What follows belongs to an exercise in optimizing a design on an open flow for small area; a production flow would make more cautious choices. Only simulation tests tie the RTL to the original design; equivalence was not proved. Power figures rest on the tool's default switching activity, not on a simulated workload.

==> module object_ctrl, before the edit <==
module object_ctrl
(
   input  wire        clk,
   input  wire        rst,
   input  wire        tick,
   input  wire        up_en,
   input  wire        down_en,
   input  wire        live,       
   output wire [10:0] bar_y_t,
   output wire [10:0] bar_y_b,
   output wire [10:0] ball_x_l,
   output wire [10:0] ball_x_r,
   output wire [10:0] ball_y_t,
   output wire [10:0] ball_y_b,
   output wire        hit,
   output wire        miss
);
   reg  [8:0] bar;           
   reg  [7:0] by;            
   reg  [8:1] bxu;           
   wire [8:0] bx = {bxu, by[0]};
   reg  [1:0] code;
   reg  [3:0] jc;
   wire       act = code[1] | code[0];
   wire       pbu = code[1] & ~code[0];
   wire       pbd = code[1] & code[0];
   reg        offy, offx;    
   reg        hit_r;
   wire       load = jc[3] & ~jc[2];      
   wire [8:0] bar_b = bar + 9'd71;
   wire [8:0] bar_t = bar;
   assign bar_y_b  = {2'b00, bar_b};
   assign bar_y_t  = {2'b00, bar_t};
   assign ball_y_b = {2'b00, by, 1'b0};
   assign ball_x_r = {1'b0, bx, 1'b0};
   wire [7:0] by_hi = {2'b00, by[7:2]} - 8'd1;
   wire [7:0] bx_hi = {1'b0, bx[8:2]} - 8'd1;
   assign ball_y_t = {by_hi, by[1:0], 1'b1};
   assign ball_x_l = {bx_hi, bx[1:0], 1'b1};
   wire by_3   = by[7:2] == 6'd0;
   wire by_4   = by[7:2] == 6'd1 & by[1:0] == 2'd0;
   wire by_240 = &by[7:4];
   wire by_239 = by[7:4] == 4'b1110 & (&by[3:0]);
   wire bx_3   = bx[8:2] == 7'd0;
   wire bx_4   = bx[8:2] == 7'd1 & bx[1:0] == 2'd0;
   wire bx_320 = bx[8] & bx[6];
   wire bx_319 = bx[8] & (&bx[5:0]);
   wire ry_top = act ? (~offy & by_4)   : by_3;      
   wire ry_bot = act ? ( offy & by_239) : by_240;    
   wire rx_lft = act ? (~offx & bx_4)   : bx_3;      
   wire rx_rgt = act ? ( offx & bx_319) : bx_320;    
   wire [8:0] w = {1'b0, by} - {1'b0, bar_t[8:1]};
   wire p = bar_t[0];
   wire w_neg = w[8];
   wire [7:0] wl = w[7:0];
   wire vtop = ~w_neg & (wl <= 8'd4) & (wl >= {7'd0, p});
   wire vbot = ~w_neg & (wl >= 8'd35 + p) & (wl <= 8'd39);
   wire hwin = ~w_neg & (wl >= 8'd2) & (wl <= 8'd37 + p) & ~by_3;
   wire bx_hi8 = bx[8] & ~bx[6];
   wire vwin = (bx_hi8 & (bx[5:0] >= 6'd45) & (bx[5:0] <= 6'd48)) | bx_3;
   wire hrgt = bx_hi8 & ((bx[5:0] == 6'd49) | (bx[5:0] == 6'd50));
   wire hlft = bx_hi8 & (bx[5:0] == 6'd44);
   wire vhit = ~ry_top & ~ry_bot & vwin & (vtop | vbot);
   wire hhit = ~rx_lft & ~rx_rgt & hwin & (hrgt | hlft);
   wire mv_up = up_en & ~((bar[8:2] == 7'd0) & ~bar[0]);            
   wire mv_dn = ~up_en & down_en & ~(bar[8] & bar[7] & bar[4] & bar[3]);  
   always @(posedge clk) begin
      if (rst) begin
         code <= 2'b00;
         jc   <= 4'b0000;
      end else begin
         if (tick)
            code <= {mv_up | mv_dn, ~mv_up};
         else if (load)
            code <= 2'b00;
         jc <= act ? {jc[2:0], ~jc[3]} : 4'b0000;
      end
   end
   always @(posedge clk) begin
      if (rst) begin
         bar <= 9'd0;
         by  <= 8'd120;
         bxu <= 8'd160;
      end else if (load) begin
         if (pbu)
            bar <= bar - 9'd3;
         else if (pbd)
            bar <= bar + 9'd3;
         by  <= offy ? by + 8'd1 : by - 8'd1;
         bxu <= offx ? bxu + {7'd0, by[0]} : bxu - {7'd0, ~by[0]};
      end
   end
   always @(posedge clk) begin
      if (rst) begin
         offy <= 1'b0;
         offx <= 1'b0;
      end else if (~act | load) begin
         if (ry_top)
            offy <= 1'b1;
         else if (ry_bot)
            offy <= 1'b0;
         else if (vhit)
            offy <= vbot;
         if (rx_lft)
            offx <= 1'b1;
         else if (rx_rgt)
            offx <= 1'b0;
         else if (hhit)
            offx <= hrgt;
      end
   end
   always @(posedge clk)
      hit_r <= vhit | hhit;
   assign hit  = hit_r;
   assign miss = live & ~rx_lft & rx_rgt;
endmodule
Settings: LEC_CHECK=0, ABC_AREA=1, CAP_MARGIN=20, CORE_MARGIN=2, CORE_UTILIZATION=60, SLEW_MARGIN=20; clock period 10.0 ns.
standard.sh (not shown) runs the stock make flow with config.mk's settings and CLKGATE_MAP_FILE= SYNTH_SCRIPT=/design/flow/synth_recipe.tcl, a recipe that flattens the netlist after the stock synthesis.
==> flow/flow/run.sh <==
#!/bin/bash
# Standard ORFS flow with an area-oriented synthesis mapping (no adder
# extraction, ABC area script), unit-size port buffers, shared tie cells and a
# small clock tree. Registers are those of the standard synthesis.
set -euo pipefail
F=$PWD/flow
export MY_ABC_SCRIPT=$F/abc.script
export MY_ABC_NOD=1
bash standard.sh finish \
  SYNTH_SCRIPT=$F/my_synth.tcl \
  ADDER_MAP_FILE= \
  SYNTH_OPERATIONS_ARGS=-noshare \
  SYNTH_INSBUF=0 \
  SKIP_REPAIR_TIE_FANOUT=1 \
  "BUFFER_PORTS_ARGS=-buffer_cell sky130_fd_sc_hd__buf_1" \
  "CTS_ARGS=-sink_clustering_enable -sink_clustering_size 32 -sink_clustering_max_diameter 100 -buf_list sky130_fd_sc_hd__clkbuf_4 -dont_use_dummy_load -repair_clock_nets" \
  > flow_make.log 2>&1
==> flow/flow/abc.script <==
strash
&get -n
&deepsyn -T 30
&put
dc2
dch -f
amap
topo
==> flow/flow/my_synth.tcl <==
proc synth {args} { yosys synth -nofsm -noshare {*}$args }
proc abc {args} {
  set i [lsearch $args -script]
  if {$i >= 0 && [info exists ::env(MY_ABC_SCRIPT)] && $::env(MY_ABC_SCRIPT) ne ""} {
    if {$::env(MY_ABC_SCRIPT) eq "default"} {
      set args [lreplace $args $i [expr {$i+1}]]
    } else {
      set args [lreplace $args [expr {$i+1}] [expr {$i+1}] $::env(MY_ABC_SCRIPT)]
    }
  }
  if {[info exists ::env(MY_ABC_NOD)] && $::env(MY_ABC_NOD) eq "1"} {
    set j [lsearch $args -D]
    if {$j >= 0} { set args [lreplace $args $j [expr {$j+1}]] }
  }
  puts "MY ABC ARGS: $args"
  yosys abc {*}$args
}
source $::env(SCRIPTS_DIR)/synth.tcl
# left out here: clear keep_hierarchy, flatten, clean up, hide names made inside functions, write 1_2_yosys.v
Next try:
--- a/flow/design.v
+++ b/flow/design.v
@@ -19,14 +19,12 @@
    reg  [7:0] by;            
    reg  [8:1] bxu;           
    wire [8:0] bx = {bxu, by[0]};
-   reg  [1:0] code;
-   reg  [3:0] jc;
-   wire       act = code[1] | code[0];
-   wire       pbu = code[1] & ~code[0];
-   wire       pbd = code[1] & code[0];
+   reg        act;           
+   reg  [2:0] cnt;           
+   reg        pbu, pbd;      
    reg        offy, offx;    
    reg        hit_r;
-   wire       load = jc[3] & ~jc[2];      
+   wire       load = act & (&cnt);
    wire [8:0] bar_b = bar + 9'd71;
    wire [8:0] bar_t = bar;
    assign bar_y_b  = {2'b00, bar_b};
@@ -49,31 +47,30 @@
    wire ry_bot = act ? ( offy & by_239) : by_240;    
    wire rx_lft = act ? (~offx & bx_4)   : bx_3;      
    wire rx_rgt = act ? ( offx & bx_319) : bx_320;    
-   wire [8:0] w = {1'b0, by} - {1'b0, bar_t[8:1]};
-   wire p = bar_t[0];
-   wire w_neg = w[8];
-   wire [7:0] wl = w[7:0];
-   wire vtop = ~w_neg & (wl <= 8'd4) & (wl >= {7'd0, p});
-   wire vbot = ~w_neg & (wl >= 8'd35 + p) & (wl <= 8'd39);
-   wire hwin = ~w_neg & (wl >= 8'd2) & (wl <= 8'd37 + p) & ~by_3;
+   wire [9:0] t = {1'b0, by, 1'b0} - {1'b0, bar_t};    
+   wire t_neg = t[9];
+   wire vtop = ~t_neg & (t <= 10'd8);
+   wire vbot = ~t_neg & (t >= 10'd70) & (t <= 10'd78);
+   wire hwin = ~t_neg & (t >= 10'd3) & (t <= 10'd75) & ~by_3;
    wire bx_hi8 = bx[8] & ~bx[6];
    wire vwin = (bx_hi8 & (bx[5:0] >= 6'd45) & (bx[5:0] <= 6'd48)) | bx_3;
    wire hrgt = bx_hi8 & ((bx[5:0] == 6'd49) | (bx[5:0] == 6'd50));
    wire hlft = bx_hi8 & (bx[5:0] == 6'd44);
    wire vhit = ~ry_top & ~ry_bot & vwin & (vtop | vbot);
    wire hhit = ~rx_lft & ~rx_rgt & hwin & (hrgt | hlft);
-   wire mv_up = up_en & ~((bar[8:2] == 7'd0) & ~bar[0]);            
-   wire mv_dn = ~up_en & down_en & ~(bar[8] & bar[7] & bar[4] & bar[3]);  
-   always @(posedge clk) begin
-      if (rst) begin
-         code <= 2'b00;
-         jc   <= 4'b0000;
+   always @(posedge clk) begin
+      if (rst) begin
+         act <= 1'b0;
+         cnt <= 3'd0;
       end else begin
-         if (tick)
-            code <= {mv_up | mv_dn, ~mv_up};
-         else if (load)
-            code <= 2'b00;
-         jc <= act ? {jc[2:0], ~jc[3]} : 4'b0000;
+         act <= tick | (act & ~(&cnt));
+         cnt <= act ? cnt + 3'd1 : 3'd0;
+      end
+   end
+   always @(posedge clk) begin
+      if (tick) begin
+         pbu <= up_en & ~((bar[8:2] == 7'd0) & ~bar[0]);         
+         pbd <= ~up_en & down_en & ~(bar[8] & bar[7] & bar[4] & bar[3]);   
       end
    end
    always @(posedge clk) begin
Result: The changed run went through all stages and came out clean; worst setup slack gets better by 0.18 ns; routed wire length went up by 0.65%; non-clock buffer count is unchanged; total power falls by 0.83%; clock skew increases by 0.0076 ns; register-to-register slack degrades by 0.26 ns; cell count went down by 0.56%; synthesized cell count decreases by 0.76%; core utilization is about the same; critical path depth decreases by 2; clock-buffer cell count stays the same.

## static timing again, ports no longer ideal
How much do the figures lean on ideal ports? The routed layouts below were timed once more, with nothing changed but the port constraints. Step 1 sets driving cells, clkbuf_16 on the clock port and buf_2 on the other inputs (assumed; they add their load-dependent delay and slew). Step 2, shift: input delay + t, output delay - t, t = (earliest + latest rising clock arrival at the registers) / 2. This alone moves slack from input paths to output paths. Slacks: ideal ports / drivers / drivers and shift; pairs: ideal ports / drivers.
run | t (ns) | slack for setup (ns) | worst slew at a driven data input, ns
the first run | 0.415 | 5.707 / 5.684 / 6.099 | 0.04
the second run | 0.409 | 5.884 / 5.859 / 6.268 | 0.03
After both steps every run listed still meets setup and hold.
